Context: an optimization exercise on an open-source flow, tuned for small area, a short achievable clock period and few clock cycles. The choices shown serve that exercise and are no tape-out recipe. Power and IR drop assume default switching activity.

Setup of run A:
==> flow/design.v <==
module circle_draw(xc,yc,rad,x,y,color,color_disp,CLK50,clearn,plot,wr,ready);
	input [7:0] xc;
	input [6:0] yc;
	input [5:0] rad;
	input CLK50,clearn,plot;
	input [2:0] color;
	output [7:0] x;
	output [6:0] y;
	output [2:0] color_disp;
	output wr;
	output ready;
	function [8:0] add8;
		input [7:0] p, q;
		input ci;
		integer i;
		reg c;
		begin
			c = ci;
			for (i = 0; i < 8; i = i + 1) begin
				add8[i] = p[i] ^ q[i] ^ c;
				c = (p[i] & q[i]) | (c & (p[i] ^ q[i]));
			end
			add8[8] = c;
		end
	endfunction
	localparam IDLE = 2'b00, CLR = 2'b01, SET = 2'b10, DRW = 2'b11;
	reg [1:0] m;
	reg rdy;
	reg [7:0] xo;
	reg [6:0] yo;
	reg [2:0] col;
	reg [5:0] a, b;
	reg [7:0] e;
	reg [2:0] ph;
	reg n1, n2, c3, c4;
	wire [5:0] r = (rad == 6'd0 || &rad[5:2]) ? 6'd59 : rad;
	wire a0 = (a == 6'd0);
	wire dec = ~e[7] | (&e[6:1]);
	wire [8:0] bma = add8({2'b0, b}, {2'b11, ~a}, 1'b1);
	wire done = ~bma[8];
	wire [5:0] xs = ph[2] ? b : a;
	wire [5:0] ys = ph[2] ? a : b;
	wire xneg = ph[1];
	wire yneg = ph[0];
	wire [8:0] gxs = {xc, 1'b1} + {{2{xneg}}, xs ^ {6{xneg}}, xneg};
	wire [7:0] gys = {yc, 1'b1} + {yneg, ys ^ {6{yneg}}, yneg};
	wire [7:0] gx = gxs[8:1];
	wire [6:0] gy = gys[7:1];
	wire [7:0] mask = {c4 & ~a0, c4, c3 & ~a0, c3, {2{~n2 & ~a0}}, {2{~n1}}};
	reg [2:0] nxt;
	reg more;
	integer k;
	always @(*) begin
		nxt = 3'd0;
		more = 1'b0;
		for (k = 7; k >= 0; k = k - 1)
			if (k > ph && mask[k]) begin
				nxt = k;
				more = 1'b1;
			end
	end
	wire set1 = (ph == 3'd1) & (gx == 8'd159);
	wire set2 = ((ph == 3'd3) | ((ph == 3'd1) & a0)) & (gx == 8'd0);
	wire xv = ~(xc[7] & (xc[6] | xc[5]));
	wire [7:0] q = {~xc[7:5] + 3'd5, ~xc[4:0]};    
	wire [8:0] qmb = add8(q, {2'b11, ~b}, 1'b1);
	wire [8:0] xmb = add8(xc, {2'b11, ~b}, 1'b1);
	wire v3 = ~xv | qmb[8];
	wire v4 = ~xv | xmb[8];
	wire [8:0] ai = add8({2'b0, a}, 8'd0, 1'b1);
	wire [8:0] bd = add8({2'b0, b}, 8'hff, 1'b0);
	wire [7:0] t1 = {1'b0, ai[5:0], 1'b1};
	wire [7:0] t2 = dec ? {1'b1, ~bd[5:0], 1'b1} : 8'd0;
	wire [7:0] cs_s = e ^ t1 ^ t2;
	wire [7:0] cs_c = (e & t1) | (e & t2) | (t1 & t2);
	wire [7:0] en = cs_s + {cs_c[6:0], dec};
	wire lfb = ~(yo[6] ^ yo[5]);
	wire clr_end = ({yo, xo} == 15'h4000);
	always @(posedge CLK50 or negedge clearn)
	begin
		if (!clearn) begin
			m <= CLR;
			rdy <= 1'b0;
			xo <= 8'd0;
			yo <= 7'd0;
			col <= 3'd0;
		end else begin
			case (m)
			CLR: begin
				if (clr_end) begin
					m <= IDLE;
					rdy <= 1'b1;
				end
			end
			IDLE: begin
				if (plot) begin
					m <= SET;
					rdy <= 1'b0;
				end
			end
			SET: begin
				m <= DRW;
				end
			default: if (done) begin
				m <= IDLE;
				rdy <= 1'b1;
			end
			endcase
			if (m == CLR) begin
				xo <= {xo[6:0], lfb};
				yo <= {yo[5:0], xo[7]};
				col <= 3'd0;
			end else begin
				xo <= gx;
				yo <= gy;
				col <= color;
			end
		end
	end
	always @(posedge CLK50)
	begin
		c3 <= v3;
		c4 <= v4;
		if (m == IDLE) begin
			a <= 6'd0;
			b <= r;
			e <= {2'b11, ~r};
			ph <= 3'd0;
			n1 <= 1'b0;
			n2 <= 1'b0;
		end else begin
			if (set1) n1 <= 1'b1;
			if (set2) n2 <= 1'b1;
			if (more)
				ph <= nxt;
			else begin
				ph <= n1 ? 3'd2 : 3'd0;
				a <= ai[5:0];
				if (dec) b <= bd[5:0];
				e <= en;
			end
		end
	end
	assign x = xo;
	assign y = yo;
	assign color_disp = col;
	assign wr = m[0];
	assign ready = rdy;
endmodule
clock: 7.0 ns
lec_check: 0
cap_margin: 20
core_margin: 2
core_utilization: 40
place_density: 0.6
setup_slack_margin: 4.3
slew_margin: 20
standard.sh (not shown) runs the stock make flow with config.mk's settings and CLKGATE_MAP_FILE= SYNTH_SCRIPT=/design/flow/synth_recipe.tcl, a recipe that flattens the netlist after the stock synthesis.
==> flow/flow/run.sh <==
#!/bin/bash
# Standard synthesis, then the standard layout with plain buf_1 cells as the
# port buffers (the default pick is a slow delay buffer). Tool output goes
# to the logs below; each ORFS step also keeps its own log in orfs/logs.
set -euo pipefail
bash standard.sh synth > flow_synth.log 2>&1
bash standard.sh BUFFER_PORTS_ARGS="-buffer_cell sky130_fd_sc_hd__buf_1" finish > flow_layout.log 2>&1
Run A: PASS, flow complete, no timing, DRC or antenna violations
Edits applied to the flow inputs when going from run A to run B:
Settings: a change of SETUP_SLACK_MARGIN from 4.3 to 4.6.
==> comparison <==
In run B the overall global routing resource usage turned out 0.42 points higher than in run A. Compared with run A, power density normalized to cell area in run B increased slightly. Of run B and run A, the higher last weighted congestion value of the routability-driven placer belongs to run A. Share of the clock period used by the worst path after layout, run B and run A: higher on run B. Run B vs run A: power up in run B. Per the comparison of run B with run A, multi-input combinational area share now larger, aggregate routed wire length increased 0.86%, clock network contribution to total cell area held steady, clock period minus worst slack shows an increase of 0.058 ns. Worst hold slack ended up 0.016 ns higher on run B than on run A.
Changes in run C relative to run B:
Settings: changing SETUP_SLACK_MARGIN from 4.6 to 4.0.
Notes after the runs:
Having completed the whole flow, run C delivered a layout that passed the timing, DRC and antenna checks.
NOTE wire length reported by the detailed router run B->run C decreased by a few percent
Run C reports its cell with the biggest individual delay on the critical path as fa_2 while run B reports fa_1.
On largest net degree at the start of global routing, run B and run C are basically level.
Higher final worst-path setup slack goes to run B over run C.
Cmp run B and run C / mean number of vias per cell / higher: run C
Compared with run B, run C shows a lower power.
Run B → run C: synthesis-to-finish area growth dropped 19 points; worst hold slack now smaller.
No run of this note included a check of the RTL's function; only the layout flow was run.

separate check: timing with driven ports:
The flow's constraints put no driver on any port. The routed layouts listed below were extracted and timed again, unchanged, in two steps. Step 1: set_driving_cell puts a clkbuf_16 on CLK50 and a buf_2 on each other input, an assumption about the parent block. Step 2 adds t to the input delays and takes it off the output delays; t is the mean of the earliest and latest rising clock arrival at the registers after step 1. Input paths then give back, and output paths get back, about the clock's delay inside the block. Slacks: ideal ports / drivers / drivers and shift; pairs: ideal ports / drivers.
run	t, ns	slack for setup (ns)	hold slack, ns	slew at the worst register clock pin (ns)
run A	0.329	4.116 / 4.116 / 3.974	0.501 / 0.501 / 0.501	0.10 / 0.10
run B	0.326	4.058 / 4.058 / 3.958	0.517 / 0.517 / 0.517	0.10 / 0.10
run C	0.326	3.909 / 3.909 / 3.774	0.502 / 0.502 / 0.502	0.09 / 0.09
After both steps every run listed still meets setup and hold. For run A, which loses most, drivers alone change the setup slack by 0.000 ns; drivers and shift together by -0.142 ns.
